What follows belongs to an exercise in optimizing a design on an open flow for small area, a short achievable clock period and few clock cycles per item; a production flow would make more cautious choices. Function was not checked in any run shown here: the RTL went through the layout flow alone. Power and IR drop assume default switching activity.

File: flow/config.mk
export PLATFORM = sky130hd
export DESIGN_NAME = mips_div64
export DESIGN_NICKNAME = mips_div64
export VERILOG_FILES = /design/flow/design.v
export SDC_FILE = /design/flow/constraint.sdc
export NUM_CORES = 4
export LEC_CHECK = 0
export CAP_MARGIN = 20
export CORE_MARGIN = 2
export CORE_UTILIZATION = 40
export SLEW_MARGIN = 20
export SYNTH_HIERARCHICAL = 1
File: flow/constraint.sdc
create_clock -name core_clock -period 4.0 [get_ports {clk}]
set_input_delay 0.8000 -clock core_clock [delete_from_list [all_inputs] [get_ports {clk}]]
set_output_delay 0.8000 -clock core_clock [all_outputs]
set_load 0.01 [all_outputs]
File: flow/design.v
module mips_div64(
  input  logic         clk,
  input  logic         reset,
  input  logic [63:0]  srcA,
  input  logic [63:0]  srcB,
  input  logic [4:0]   rob_ptr_in,
  input  logic [1:0]   hilo_prf_ptr_in,
  input  logic         is_signed_div,
  input  logic         start_div,
  output logic [127:0] y,
  output logic [4:0]   rob_ptr_out,
  output logic [1:0]   hilo_prf_ptr_out,
  output logic         ready,
  output logic         complete
);
   localparam integer LG_G = 2;
   localparam integer G = 1 << LG_G;
   localparam integer DW = 66 + G - 1;
   localparam logic [1:0] IDLE = 2'd0, SETUP = 2'd1, ITER = 2'd2, DONE = 2'd3;
   logic [1:0]    r_state;
   logic [64:0]   r_R;        
   logic [DW-1:0] r_D;        
   logic [63:0]   r_Q;        
   logic [6:0]    r_lsA, r_lsB;
   logic [5:0]    r_cnt;
   logic          r_negA, r_qneg, r_inv, r_exit;
   logic          r_zf;       
   logic          r_zs;       
   logic [4:0]    r_rob;
   logic [1:0]    r_hilo;
   logic       sA, sB, qn, bz;
   logic [6:0] lsA, lsB, lsB63;
   assign sA    = is_signed_div & srcA[63];
   assign sB    = is_signed_div & srcB[63];
   assign qn    = sA ^ sB;
   assign bz    = ~|srcB;
   clz64 u_clzA (.x(sA ? {~srcA[62:0], 1'b1} : srcA), .n(lsA));
   clz64 u_clzB (.x(srcB ^ {64{sB}}), .n(lsB));
   assign lsB63 = {1'b0, lsB[5:0] | {6{lsB[6]}}};
   logic [7:0]    k;
   logic [DW-1:0] d_al;
   sk_add #(.W(8)) u_k (.a({1'b0, r_lsB}), .b(~{1'b0, r_lsA}), .cin(1'b1), .s(k));
   align_shl #(.W(DW), .LG_G(LG_G)) u_sh (.d(r_D), .k(k[5:0]), .fill(~r_qneg), .q(d_al));
   logic [DW-1:0] xs, sum;
   logic          cin, zero, acc;
   assign xs  = {{(DW-65){r_R[64]}}, r_R};
   assign cin = ~r_qneg;
   sk_add_z #(.W(DW)) u_add (.a(xs), .b(r_D), .cin(cin), .s(sum), .z(zero));
   logic fix;
   assign fix = r_zf | r_zs;
   assign acc = (sum[DW-1] ^ ~r_negA) & ~fix;
   logic start, inv_n, setup_sub;
   assign start     = (r_state == IDLE) & start_div;
   assign inv_n     = r_qneg & acc;
   assign setup_sub = (r_state == SETUP) & r_qneg & ~r_exit;
   always_ff @(posedge clk) begin
      if (reset) begin
         r_state <= IDLE;
      end else begin
         case (r_state)
           IDLE:  if (start_div) r_state <= SETUP;
           SETUP: r_state <= r_exit ? IDLE : ITER;
           ITER:  if (r_cnt == 6'd0) r_state <= DONE;
           DONE:  if (!r_zf) r_state <= IDLE;
         endcase
      end
   end
   always_ff @(posedge clk) begin
      if (start) begin
         r_lsA  <= lsA;
         r_lsB  <= lsB63;
         r_exit <= bz | (lsA > lsB63);
         r_negA <= sA;
         r_qneg <= qn;
         r_rob  <= rob_ptr_in;
         r_hilo <= hilo_prf_ptr_in;
      end
      if (start)
        r_R <= {sA, srcA};
      else if (fix)
        r_R <= '0;
      else if ((setup_sub | (r_state == ITER)) & acc)
        r_R <= sum[64:0];
      r_zs <= setup_sub & r_negA & zero;
      r_zf <= (r_state == ITER) & r_negA & zero;
      if (r_state == SETUP) begin
         r_inv <= inv_n;
         r_cnt <= k[5:0] | (G - 1);
      end else begin
         if (r_zs) r_inv <= 1'b1;
         r_cnt <= r_cnt - 6'd1;
      end
   end
   always_ff @(posedge clk) begin
      if (start)
        r_D <= {{(DW-64){sB}}, srcB} ^ {DW{~qn}};
      else if (r_state == SETUP)
        r_D <= d_al;
      else
        r_D <= {r_D[DW-1], r_D[DW-1:1]};
      if (start)
        r_Q <= bz ? (qn ? 64'd1 : '1) : '0;
      else if (r_state == SETUP)
        r_Q <= {64{inv_n}};
      else if (r_zs)
        r_Q <= '1;
      else if (r_zf & (r_state == DONE))
        r_Q <= {r_Q[63:1], ~r_inv};
      else if (r_zf)
        r_Q <= {r_Q[62:1], ~r_inv, r_inv};
      else
        r_Q <= {r_Q[62:0], acc ^ r_inv};
   end
   assign complete         = (r_state == DONE) & ~r_zf | ((r_state == SETUP) & r_exit);
   assign ready            = (r_state == IDLE) & ~start_div;
   assign y                = {r_R[63:0], r_Q};
   assign rob_ptr_out      = r_rob;
   assign hilo_prf_ptr_out = r_hilo;
endmodule
module clz64(input logic [63:0] x, output logic [6:0] n);
   logic [31:0] z1, c1;
   logic [15:0] z2; logic [31:0] c2;
   logic [7:0]  z3; logic [23:0] c3;
   logic [3:0]  z4; logic [15:0] c4;
   logic [1:0]  z5; logic [9:0]  c5;
   logic        z6; logic [5:0]  c6;
   always_comb begin
      for (int i = 0; i < 32; i++) begin
         z1[i] = ~(x[2*i+1] | x[2*i]);
         c1[i] = ~x[2*i+1];
      end
      for (int i = 0; i < 16; i++) begin
         z2[i] = z1[2*i+1] & z1[2*i];
         c2[2*i +: 2] = z1[2*i+1] ? {1'b1, c1[2*i]} : {1'b0, c1[2*i+1]};
      end
      for (int i = 0; i < 8; i++) begin
         z3[i] = z2[2*i+1] & z2[2*i];
         c3[3*i +: 3] = z2[2*i+1] ? {1'b1, c2[4*i +: 2]} : {1'b0, c2[4*i+2 +: 2]};
      end
      for (int i = 0; i < 4; i++) begin
         z4[i] = z3[2*i+1] & z3[2*i];
         c4[4*i +: 4] = z3[2*i+1] ? {1'b1, c3[6*i +: 3]} : {1'b0, c3[6*i+3 +: 3]};
      end
      for (int i = 0; i < 2; i++) begin
         z5[i] = z4[2*i+1] & z4[2*i];
         c5[5*i +: 5] = z4[2*i+1] ? {1'b1, c4[8*i +: 4]} : {1'b0, c4[8*i+4 +: 4]};
      end
      z6 = z5[1] & z5[0];
      c6 = z5[1] ? {1'b1, c5[4:0]} : {1'b0, c5[9:5]};
      n  = z6 ? 7'd64 : {1'b0, c6};
   end
endmodule
module align_shl #(parameter integer W = 8, parameter integer LG_G = 2)
  (input logic [W-1:0] d, input logic [5:0] k, input logic fill,
   output logic [W-1:0] q);
   localparam integer G = 1 << LG_G;
   logic [W-1:0] lv [LG_G:6];
   assign lv[LG_G] = {d[W-G:0], {(G-1){fill}}};
   for (genvar l = LG_G; l < 6; l++) begin : g_sh
      assign lv[l+1] = k[l] ? {lv[l][W-1-(1<<l):0], {(1<<l){fill}}} : lv[l];
   end
   assign q = lv[6];
endmodule
module sk_add #(parameter integer W = 8)
  (input logic [W-1:0] a, input logic [W-1:0] b, input logic cin,
   output logic [W-1:0] s);
   localparam integer N = W + 1;            
   localparam integer L = (N > 128) ? 8 : (N > 64) ? 7 : (N > 32) ? 6 : (N > 16) ? 5 :
                          (N > 8) ? 4 : (N > 4) ? 3 : (N > 2) ? 2 : 1;
   logic [N-1:0] g [0:L];
   logic [N-1:0] p [0:L];
   assign g[0] = {a & b, cin};
   assign p[0] = {a ^ b, 1'b0};
   for (genvar l = 0; l < L; l++) begin : g_lv
      for (genvar i = 0; i < N; i++) begin : g_b
         if ((i >> l) & 1) begin : g_n
            localparam integer J = ((i >> l) << l) - 1;
            assign g[l+1][i] = g[l][i] | (p[l][i] & g[l][J]);
            assign p[l+1][i] = p[l][i] & p[l][J];
         end else begin : g_c
            assign g[l+1][i] = g[l][i];
            assign p[l+1][i] = p[l][i];
         end
      end
   end
   assign s = (a ^ b) ^ g[L][W-1:0];
endmodule
module sk_add_z #(parameter integer W = 8)
  (input logic [W-1:0] a, input logic [W-1:0] b, input logic cin,
   output logic [W-1:0] s, output logic z);
   localparam integer N = W + 1;            
   localparam integer L = (N > 128) ? 8 : (N > 64) ? 7 : (N > 32) ? 6 : (N > 16) ? 5 :
                          (N > 8) ? 4 : (N > 4) ? 3 : (N > 2) ? 2 : 1;
   logic [N-1:0] g [0:L];
   logic [N-1:0] p [0:L];
   assign g[0] = {a & b, cin};
   assign p[0] = {a ^ b, 1'b0};
   for (genvar l = 0; l < L; l++) begin : g_lv
      for (genvar i = 0; i < N; i++) begin : g_b
         if ((i >> l) & 1) begin : g_n
            localparam integer J = ((i >> l) << l) - 1;
            assign g[l+1][i] = g[l][i] | (p[l][i] & g[l][J]);
            assign p[l+1][i] = p[l][i] & p[l][J];
         end else begin : g_c
            assign g[l+1][i] = g[l][i];
            assign p[l+1][i] = p[l][i];
         end
      end
   end
   assign s = (a ^ b) ^ g[L][W-1:0];
   assign z = ~|s;
endmodule
File: flow/run.sh
#!/bin/bash
# synth_recipe.tcl (not shown) runs the flow's synth.tcl, then flattens the netlist and writes it again
# the make line also repeats each setting of config.mk as NAME=value (left out here)
make -C /OpenROAD-flow-scripts/flow DESIGN_CONFIG=/design/flow/config.mk WORK_HOME=/design/flow/orfs CLKGATE_MAP_FILE= SYNTH_SCRIPT=/design/flow/synth_recipe.tcl finish
==> key figures, run 1 <==
Detailed routing
  • WL/cell: approximately 23 um
  • DR iter-0 viols: ~1,900
  • WL final: around 90 mm
  • Via count: about 23,000
  • DRC Markers: 0
  • Post-DRT Antenna Nets: 0
  • Pre-Repair DR Iteration Count: 6
  • Vias/cell: about 5.8

Finish
  • Share of cells above drive strength 1: 0.348
  • Design area: 32,100 sq um
  • Non-Filler Instances: 3,931
  • Antenna Cells: 0
  • Fin nets: approximately 3,500
  • Area grow syn2layout: 51.7%

Worst hold path
  • Hold Crit Start: r_cnt[0]
  • Hold path endpoint: r_cnt[0]
  • Hold path depth: 1
  • Worst Hold Class: flop to flop

Clock network
  • Worst-skew pair later-pin latency: about 0.59 ns
  • Root Buffer: clkbuf_16
  • Cts bufs inserted: 28
  • Max Buffers Root-to-Sink: 3
  • Post-CTS Hold Fix Bufs: 0
  • Htree depth: 1
  • Reg clk slew, reported paths: roughly 0.06 ns
  • CTS tree: yes
  • Sink Count: ~230

Synth
  • Syn Inst Count: 2,388
  • Ys Warns: 16
  • Syn_area_per_cell: about 9 sq um
  • Syn_nets: 2,620
  • Syn Std Cell Area: 21,200 sq um

Global route
  • First-pass GRT wire length: about 140 mm
  • Number of global-route vias before repair: between 20,000 and 25,000
  • All-Layer GR Usage: 0.326
  • Largest net degree at the start of global routing: around 180
  • Gr ovfl total: 0
  • Initial antenna violation count: 0

Placement
  • DP HPWL: ~68 mm
  • Port Buf Inserts: 275
  • Pre-CTS WS: -2.07 ns
  • Placed cell area: roughly 30,000 sq um
  • Dpl cells: about 3,800
  • Routability cong.: 0.981

Timing
  • Clock Skews: approximately 0.02 ns
  • Worst-Margin Slew: ~0.9 ns
  • RSZ-0062 raised after global routing: yes
  • Final WS setup: -1.74 ns
  • Max-slew violations: 0
  • Achievable frequency: between 150 and 200 MHz
  • Setup violators final: 132
  • Slew HR: 0.393
  • Final count of hold timing violations: 0
  • Fin crit share: 1.44
  • Hold WS: 0.418 ns
  • Final min period: ~5.7 ns

Power and ir drop
  • Worst vdd ir: 0.520 mV
  • Tot Pwr: roughly 28 mW
  • Lkg Pwr: roughly 13 nW
  • PwrDens: 857 nW/um^2

Critical path
  • Worst Setup Start Kind: flop
  • Critical Path RT: 4.52 ns
  • R2R Path Start: r_R[27]
  • R2R cell count: 22
  • CP endpoint kind: flop
  • Critical path class: flop to flop
  • Max Fanout on Critical Path: 4
  • Critical R2R Capture: r_zs
  • Worst reg-to-reg setup slack: -1.74 ns
  • CP arrival: between 6 and 7 ns

Run status
  • SO Faults: setup timing
  • Status: failed layout checks

Floorplanning
  • Die area: around 55,000 sq um
  • Die Wd: around 230 um
  • Die Y: 234 um
  • Ports: roughly 280
  • Initial Utilization: 0.404
  • Num rows: 84
  • Core area: about 52,000 sq um

Run
  • Max Cap Violations: 0
==> metal layers <==
| layer | wire length [um] | GRT usage |
|---|---|---|
| met1 | 37000 | 0.406 |
| met2 | 44200 | 0.552 |
| met3 | 5120 | 0.0355 |
| met4 | 5720 | 0.175 |
| met5 | 0 | 0 |
==> metrics by stage <==
step	util	TNS (ns)
after floorplan	-	-76.71
after global placement	0.558	-69.48
after global routing	0.613	-72.31
after CTS	0.603	-60.73
after detailed placement	0.558	-80.29
final	0.613	-55.69
==> flip-flops by register name (all words and copies together) (netlist names), named ones only <==
register  count
r_D          69
r_R          65
r_Q          64
r_cnt         6
r_lsA         6
r_lsB         6
r_rob         5
r_hilo        2
r_exit        1
r_inv         1
r_negA        1
r_qneg        1
r_state       1
r_zf          1
r_zs          1
==> power breakdown <==
group | total (mW) | switching (mW) | internal [mW]
registers | 4.69 | 0.816 | 3.87
logic | 20.2 | 9.84 | 10.4
clock network | 2.64 | 1.10 | 1.55
==> how the worst max path moves through the flow <==
stage | end | depth (start not counted) | from | slack [ns]
after CTS | r_zs | 23 | r_R[4] | -1.82
final | r_zs | 22 | r_R[27] | -1.74
after global routing | r_zs | 25 | r_qneg | -1.97
after floorplan | r_zf | 21 | r_R[36] | -1.33
after global placement | r_zs | 24 | r_R[0] | -1.95
after detailed placement | r_zs | 24 | r_R[0] | -2.07
==> placed cells by master (no fill, tap or decap), types with 34 or more instances in the layout <==
master             n
a22o_1            71
nand2_1          143
o21ai_2           47
a21oi_1          226
o21ai_0          110
mux2_2            34
dfxtp_1           77
ha_1              67
o2bb2ai_1         44
buf_4            708
nor2b_1           82
edfxtp_1         152
inv_1             72
nor2_1           100
clkdlybuf4s50_1  271
mux2i_1           40
a211oi_1          73
xnor2_1          150
==> critical path: stages, from the launching register on <==
cell       delay (ns)
edfxtp_1         0.40
ha_1             0.34
and4_4           0.20
and2_1           0.17
a221o_1          0.35
o21ai_4          0.21
a21oi_2          0.08
o211ai_1         0.25
a21boi_2         0.09
or2_4            0.26
fa_2             0.48
or4_4            0.43
nor3_2           0.16
nand4_1          0.11
a2111oi_2        0.21
or4b_4           0.51
nor4_4           0.15
nand4b_1         0.18
nor4_2           0.24
buf_4            0.16
nand4_1          0.16
a2111oi_4        0.33
and3_1           0.20
==> what timing repair did <==
action                                  in CTS  in global routing
cloned                                      19                  3
gates resized for setup                    146                102
buffers inserted                            32                 11
pin swaps                                   32                 28
endpoints found under the setup margin     133                143
==> cell type report <==
| cell class | instances | area (sq um) |
|---|---|---|
| tap | 688 | 861 |
| clock inverter | 11 | 110 |
| fill | 4431 | 20300 |
| clock buffer | 41 | 852 |
| timing repair buffer | 1038 | 9230 |
| multi-input combinational | 1848 | 14700 |
| inverter | 74 | 283 |
| sequential | 231 | 6150 |
==> run 2, diff against run 1 <==
--- a/flow/config.mk
+++ b/flow/config.mk
@@ -10,3 +10,2 @@
 export CORE_UTILIZATION = 40
 export SLEW_MARGIN = 20
-export SYNTH_HIERARCHICAL = 1
==> run 2 against run 1 <==
Compared with the run above:
- the layout still fails its checks (setup timing)
- via count decreased by 6.3%
- combinational power shrank 11%
- clock power hardly changed
- sequential cell count is the same
- global-route usage down 0.071 points
- register-to-register slack better by 0.81 ns
- die area fell by 9.0%
- clock skew hardly changed
- setup slack better by 0.81 ns
- critical endpoint unchanged
- largest power group unchanged
==> key figures, run 2 <==
Clock network
  • Htree depth: 1
  • Max Buffers Root-to-Sink: 3
  • Sink Count: 231
  • Post-CTS Hold Fix Bufs: 0
  • Root Buffer: clkbuf_16
  • Reg clk slew, reported paths: roughly 0.060 ns
  • Cts bufs inserted: 28
  • CTS tree: yes
  • Worst-skew pair later-pin latency: about 0.57 ns

Synth
  • Ys async rst share: 0
  • Top cells by count, synth: 254 x nand2_1, 238 x a21oi_1, 153 x o21ai_0, 152 x edfxtp_1, 138 x nor2_1
  • Ys Warns: 10
  • Flops & latches, synth: about 230
  • Most numerous cell in the Yosys netlist: nand2_1
  • Top cells by area, synth: edfxtp_1 24%, dfxtp_1 8.2%, a21oi_1 6.2%
  • Register area share after synthesis: 0.319
  • Post-synth top area share: 0.237
  • Distinct cell type count after synthesis: 85
  • Post-synth EDFFs: between 150 and 200
  • Syn Inst Count: 2,297
  • Syn_area_per_cell: 8.38 sq um
  • Syn Std Cell Area: between 15,000 and 20,000 sq um
  • Top FF cell, synth: edfxtp_1
  • Syn_nets: ~2,500
  • Cell accounting for the most synthesized area: edfxtp_1

Timing
  • Final min period: approximately 4.9 ns
  • Clock Skews: 0.0204 ns
  • Final WS setup: -0.930 ns
  • Slew HR: 0.277
  • Achievable frequency: 203 MHz
  • Worst-Margin Slew: around 1.1 ns
  • Fin crit share: 1.23
  • Final count of hold timing violations: 0
  • Max-slew violations: 0
  • RSZ-0062 raised after global routing: yes
  • Setup violators final: slightly below 80

Critical path
  • Critical Path Source: r_R[50]
  • Crit path max-delay family: compound AO/OA/AOI/OAI gates
  • Worst path cell trace: ha_4 > a21oi_1 > o22ai_1 > a221oi_1 > buf_4 > o211ai_1 > a21oi_2 > nand2_1 > inv_1 > fa_2 > nand4_1 > a21oi_2 > o2111ai_1 > nor4_2 > o2111ai_1 > a211o_1 > nand4bb_4 > a2111oi_4 > buf_4 > nand4_1 > or4_4 > nor4_2
  • Critical Path RT: between 4 and 5 ns
  • WP depth: 22
  • WP buf/inv: 3
  • Critical R2R Capture: r_zs
  • Worst reg-to-reg setup slack: -0.93 ns
  • CP arrival: between 5 and 6 ns
  • Max Fanout on Critical Path: 5
  • CP endpoint kind: flop
  • R2R Path Start: r_R[50]
  • CP peak stage delay: ~0.53 ns
  • Critical Path Slowest Stage Cell: fa_2
  • R2R cell count: 22
  • Critical path class: flop to flop
  • Worst Setup Start Kind: flop

Finish
  • Antenna Cells: 0
  • Largest regs: r_D: 69 flops, r_R: 65 flops, r_Q: 64 flops
  • Fill cells: around 4,200
  • Share of cells above drive strength 1: 0.276
  • Design area: slightly below 30,000 sq um
  • Max FFs per register: 69
  • Fin nets: around 3,300
  • Commonest non-fill, non-tap cell in the layout: buf_4
  • Most frequent cells in the layout: 629 x buf_4, 271 x clkdlybuf4s50_1, 249 x nand2_1, 226 x a21oi_1, 152 x edfxtp_1
  • Utilization after layout: 0.606
  • Area grow syn2layout: 50.0%
  • Largest reg by FF count: r_D

Detailed routing
  • DR iter-0 viols: around 2,100
  • Via count: 21,300
  • DRC Markers: 0
  • WL/cell: roughly 23 um
  • WL final: between 80 and 90 mm
  • Vias/cell: between 5 and 6
  • Post-DRT Antenna Nets: 0
  • Pre-Repair DR Iteration Count: 6

Run
  • Max Cap Violations: 0

Placement
  • Pre-CTS WS: -1.46 ns
  • DP HPWL: about 66 mm
  • Port Buf Inserts: approximately 280
  • Routability cong.: roughly 0.96
  • Placed cell area: between 20,000 and 30,000 sq um

Power and ir drop
  • Tot Pwr: between 20 and 30 mW
  • PwrDens: a little under 900 nW/um^2
  • Lkg Pwr: about 12 nW
  • Worst vdd ir: between 0.7 and 0.8 mV

Floorplanning
  • Die area: around 50,000 sq um
  • Ports: 276
  • Num rows: 80
  • Core area: ~48,000 sq um
  • Initial Utilization: 0.404
  • Die Wd: ~220 um
  • Die Y: 223 um

Run status
  • SO Faults: setup timing
  • Status: failed layout checks

Global route
  • All-Layer GR Usage: 0.325
  • Largest net degree at the start of global routing: 98
  • Number of global-route vias before repair: between 20,000 and 25,000
  • Gr ovfl total: 0
  • Initial antenna violation count: 0
  • First-pass GRT wire length: between 100 and 150 mm

Worst hold path
  • Hold path endpoint: r_cnt[0]
  • Worst Hold Class: flop to flop
  • Hold Crit Start: r_cnt[0]
  • Hold path depth: 1
==> run 2: power by group <==
group	switching [mW]	internal, mW
Sequential	0.940	3.93
Combinational	9.19	8.67
Clock	1.11	1.52
Total	11.2	14.1
==> run 2: worst max-delay path by stage <==
stage,to
after global routing,r_zs
final,r_zs
after detailed placement,r_exit
after global placement,r_exit
after CTS,r_zs
after floorplan,r_zf
==> run 2: repair_timing <==
item                                    4_1_cts  5_1_grt
endpoints found under the hold margin         0        0
setup buffers                                20       12
pin swaps                                    51       11
endpoints found under the setup margin        3      133
cloned                                        1       10
resized for setup                           106       33
==> run 2: layout make-up <==
| cell class | count | area (sq um) | share of cell area |
|---|---|---|---|
| Multi-Input combinational cell | 1784 | 12500 | 0.433 |
| Timing Repair Buffer | 945 | 8240 | 0.285 |
| Sequential cell | 231 | 6150 | 0.213 |
| Clock buffer | 38 | 831 | 0.0288 |
| Tap cell | 615 | 769 | 0.0267 |
| Inverter | 72 | 285 | 0.00988 |
| Clock inverter | 14 | 105 | 0.00364 |
==> run 2: cell families after synthesis <==
logic type	share of synthesized area
adder cells (fa/ha/maj)	0.0629
AND/OR/NAND/NOR	0.170
buffers and inverters	0.0681
multiplexers	0.0688
XOR/XNOR	0.0592
AO/OA/AOI/OAI	0.252
flip-flops	0.319
==> run 2: metal layers <==
| metal | track usage | part of all wire |
|---|---|---|
| met1 | 0.445 | 0.44 |
| met2 | 0.537 | 0.47 |
| met3 | 0.0375 | 0.057 |
| met4 | 0.101 | 0.035 |
| met5 | 0 | 0 |
==> run 2: metrics by stage <==
stage / hold WS [ns] / cells / TNS (ns)
2_1_floorplan: 0.379 / 2297 / -1.08
3_3_place_gp: 0.391 / 3607 / -3.59
3_5_place_dp: 0.405 / 3607 / -4.30
4_1_cts: 0.419 / 3679 / -28.02
5_1_grt: 0.426 / 3699 / -23.98
6_report: 0.417 / 3699 / -12.03
==> run 3, diff against run 2 <==
==> flow/flow/run.sh (new file) <==
#!/bin/bash
# Standard ORFS layout (the standard.sh), with two changes to how it is
# made: port buffers use the smallest buffer cell, and after global routing
# non-critical gates are downsized (ORFS's RECOVER_POWER step).
set -euo pipefail
export BUFFER_PORTS_ARGS="-buffer_cell sky130_fd_sc_hd__buf_1"
export RECOVER_POWER=100
bash standard.sh > standard_flow.log 2>&1
==> flow/standard.sh (new file) <==
#!/bin/bash
# synth_recipe.tcl (not shown) runs the flow's synth.tcl, then flattens the netlist and writes it again
# the make line also repeats each setting of config.mk as NAME=value (left out here)
make -C /OpenROAD-flow-scripts/flow DESIGN_CONFIG=/design/flow/config.mk WORK_HOME=/design/flow/orfs CLKGATE_MAP_FILE= SYNTH_SCRIPT=/design/flow/synth_recipe.tcl "${@:-finish}"
removed: flow/run.sh
==> run 3 against run 2 <==
Compared with the run above:
- the layout fails its checks (capacitance limit, slew limit, setup timing)
- die area did not move
- setup slack got worse by 0.099 ns
- sequential power fell by 2%
- critical path depth fell by 1
- global-route usage fell by 1.4 points
- critical path type unchanged
- critical endpoint is now r_zf
- fmax fell by 2.0%
- sequential share of layout area rose by 1.6 points
==> key figures, run 3 <==
Synth
  • Synth Area in Adders: 0.0629
  • Register area share after synthesis: 0.319
  • Cell accounting for the most synthesized area: edfxtp_1
  • Synth Area in Compound Gates: 0.252
  • Ys async rst share: 0
  • Syn Inst Count: 2,297
  • Post-synth EDFFs: ~150
  • Syn_area_per_cell: 8.38 sq um
  • Largest family of logic cells by synthesized area: compound AO/OA/AOI/OAI gates
  • Post-synth top area share: 0.237
  • Top cells by area, synth: edfxtp_1 24%, dfxtp_1 8.2%, a21oi_1 6.2%
  • Syn Std Cell Area: 19,200 sq um
  • Distinct cell type count after synthesis: 85
  • Post-synthesis mux area share: 0.0688
  • Ys Warns: 10
  • Top FF cell, synth: edfxtp_1
  • Syn_nets: ~2,500
  • Most numerous cell in the Yosys netlist: nand2_1
  • Simple-Gate Fraction of Synth Area: 0.170
  • Top cells by count, synth: 254 x nand2_1, 238 x a21oi_1, 153 x o21ai_0, 152 x edfxtp_1, 138 x nor2_1
  • Flops & latches, synth: roughly 230
  • XOR/XNOR Fraction of Synth Area: 0.0592

Placement
  • Port Buf Inserts: 275
  • DP HPWL: about 64 mm
  • Routability cong.: 0.987
  • Placed cell area: 24,700 sq um

Critical path
  • CP arrival: between 5 and 6 ns
  • R2R Path Start: r_R[16]
  • Max Fanout on Critical Path: 2
  • Worst path cell trace: ha_4 > a21o_1 > a311o_1 > a211o_1 > a21o_1 > o211ai_1 > nand2_1 > inv_2 > fa_2 > nand4_1 > a21oi_2 > o2111ai_1 > nor4_1 > o2111ai_1 > a211o_1 > nand4bb_1 > a2111oi_2 > buf_4 > nand4_1 > or4_4 > nor3_2
  • Worst reg-to-reg setup slack: -1.03 ns
  • Crit path max-delay family: compound AO/OA/AOI/OAI gates
  • Worst Setup Start Kind: flop
  • Critical Path Source: r_R[16]
  • WP buf/inv: 2
  • Critical path class: flop to flop
  • CP endpoint kind: flop
  • Critical R2R Capture: r_zf
  • Critical Path Slowest Stage Cell: or4_4
  • Critical Path RT: about 4.5 ns
  • R2R cell count: 21
  • CP peak stage delay: 0.53 ns

Detailed routing
  • DR iter-0 viols: between 2,000 and 2,500
  • Via count: between 20,000 and 25,000
  • Vias/cell: 5.83
  • WL final: between 80 and 90 mm
  • Post-DRT Antenna Nets: 0
  • DRC Markers: 0
  • WL/cell: approximately 23 um
  • Pre-Repair DR Iteration Count: 5

Timing
  • RSZ-0062 raised after global routing: yes
  • Hold WS: just under 0.4 ns
  • Final min period: between 5 and 6 ns
  • Achievable frequency: approximately 200 MHz
  • Setup violators final: approximately 160
  • Worst-Margin Slew: about 1.9 ns
  • Final count of hold timing violations: 0
  • Max-slew violations: around 160
  • Slew HR: -0.255
  • Fin crit share: 1.26
  • Final WS setup: -1.03 ns
  • Clock Skews: 0.0129 ns

Finish
  • Antenna Cells: 0
  • Design area: ~27,000 sq um
  • Fill cells: approximately 4,400
  • Largest reg by FF count: r_D
  • Seq. cell area: 6150 sq um
  • Utilization after layout: 0.564
  • Commonest non-fill, non-tap cell in the layout: buf_4
  • Fin nets: 3,267
  • Share of cells above drive strength 1: 0.259
  • Area grow syn2layout: 39.7%
  • Multi-input logic area: 12,300 sq um
  • Most frequent cells in the layout: 518 x buf_4, 273 x buf_1, 248 x nand2_1, 233 x a21oi_1, 152 x edfxtp_1
  • Largest regs: r_D: 69 flops, r_R: 65 flops, r_Q: 64 flops
  • Max FFs per register: 69

Power and ir drop
  • Register share of total power: 0.198
  • Worst vdd ir: between 0.5 and 0.6 mV
  • Combinational share of power: 0.691
  • P_sw: 11.1 mW
  • Sw frac: 0.459
  • PwrDens: 898 nW/um^2
  • Clk pwr share: 0.111
  • Internal power: around 13 mW
  • Lkg Pwr: 11.2 nW

Worst hold path
  • Hold path endpoint: r_rob[1]
  • Hold Crit Start: rob_ptr_in[1]
  • Hold path depth: 1
  • Worst Hold Class: input port to flop

Global route
  • Number of global-route vias before repair: ~20,000
  • Gr ovfl total: 0
  • All-Layer GR Usage: 0.311
  • Largest net degree at the start of global routing: 65
  • Initial antenna violation count: 1
  • First-pass GRT wire length: between 100 and 150 mm

Floorplanning
  • Die Y: approximately 220 um
  • Ports: approximately 280
  • Die Wd: approximately 220 um
  • Core area: between 40,000 and 50,000 sq um
  • Die area: between 40,000 and 50,000 sq um
  • Num rows: 80
  • Initial Utilization: 0.404

Clock network
  • CTS tree: yes
  • Sink Count: ~230
  • Cts bufs inserted: 28
  • Max Buffers Root-to-Sink: 3
  • Reg clk slew, reported paths: 0.07 ns
  • Htree depth: 1
  • Root Buffer: clkbuf_16
  • Worst-skew pair later-pin latency: about 0.6 ns

Run status
  • Status: failed layout checks
  • SO Faults: capacitance limit, slew limit, setup timing

Run
  • Max Cap Violations: 3
run 3: changes by cell type in the layout (fill, tap and decap cells not counted), moves of 6 or more:
cell             delta
a21oi_1             +7
a21oi_2             -6
buf_1             +273
buf_4             -111
clkbuf_1           +16
clkbuf_16           +7
clkbuf_4           +51
clkdlybuf4s50_1   -271
ha_1                +7
run 3: final cells by class:
type	instances	area share
Timing Repair Buffer	917	0.239
Sequential cell	231	0.229
Multi-Input combinational cell	1786	0.459
Tap cell	615	0.0286
Inverter	72	0.0106
Clock buffer	34	0.0277
Clock inverter	18	0.00735
run 3: kinds of logic after synthesis:
group	Yosys count
AO/OA/AOI/OAI	750
XOR/XNOR	130
adder cells (fa/ha/maj)	92
buffers and inverters	282
flip-flops	231
multiplexers	122
AND/OR/NAND/NOR	690
run 3: metal layers:
layer,GRT usage,vias up,share of wire
met3,0.0348,151,0.069
met5,0,-,0.00014
li1,-,10000,-
met4,0.130,2,0.047
met2,0.515,954,0.47
met1,0.413,10300,0.42
run 3: how the worst max path moves through the flow:
stage | to | cells after the start
2_1_floorplan | r_zf | 22
3_3_place_gp | r_zf | 21
3_5_place_dp | r_zf | 21
4_1_cts | r_zs | 21
5_1_grt | r_zf | 21
6_report | r_zf | 21
run 3: repair_timing:
item / CTS / global route
hold endpoints to repair: 0 / 0
pin swaps: 11 / 35
setup buffers: 11 / 31
setup endpoints to repair: 5 / 135
resized for setup: 27 / 95
cloned: 1 / 25
hold buffers: 0 / 0
run 3: metrics by stage:
| stage | TNS [ns] | cells | power, mW | setup WS (ns) |
|---|---|---|---|---|
| floorplan | -1.08 | 2297 | 13.3 | -0.552 |
| global placement | -3.05 | 3553 | 20.0 | -0.997 |
| detailed placement | -3.45 | 3553 | 20.1 | -1.21 |
| CTS | -10.72 | 3617 | 23.0 | -0.976 |
| global route | -54.52 | 3673 | 25.5 | -1.24 |
| finish | -33.18 | 3673 | 24.1 | -1.03 |
run 3: power by group through the flow:
stage | clock network [mW] | registers, mW | logic [mW]
floorplan | 0 | 4.67 | 8.60
global placement | 0 | 4.75 | 15.2
detailed placement | 0 | 4.80 | 15.3
CTS | 2.70 | 4.75 | 15.5
global route | 2.78 | 4.85 | 17.9
finish | 2.68 | 4.77 | 16.7

## port drivers added, routing unchanged
The results above use ideal ports. As a check the final layouts listed here were re-extracted and re-timed, cells and wires unchanged. Step 1 assumes that a clkbuf_16 drives the clock port and a buf_2 every other input. Step 2 times the ports against the registers' clock, not the clock port: input delays grow and output delays shrink by t, the midpoint of the rising clock arrivals with the driver on. Slacks: ideal / step 1 / step 2; pairs: ideal / step 1.
run	shift t [ns]	setup WS [ns]	worst setup path after step 2	worst register clock-pin slew, ns	cell pins on the clock port's net
run 1	0.635	-1.741 / -1.741 / -1.741	register to register	0.07 / 0.07	1
run 2	0.613	-0.930 / -0.930 / -0.930	register to register	0.07 / 0.07	1
run 3	0.639	-1.029 / -1.029 / -1.029	register to register	0.07 / 0.07	1
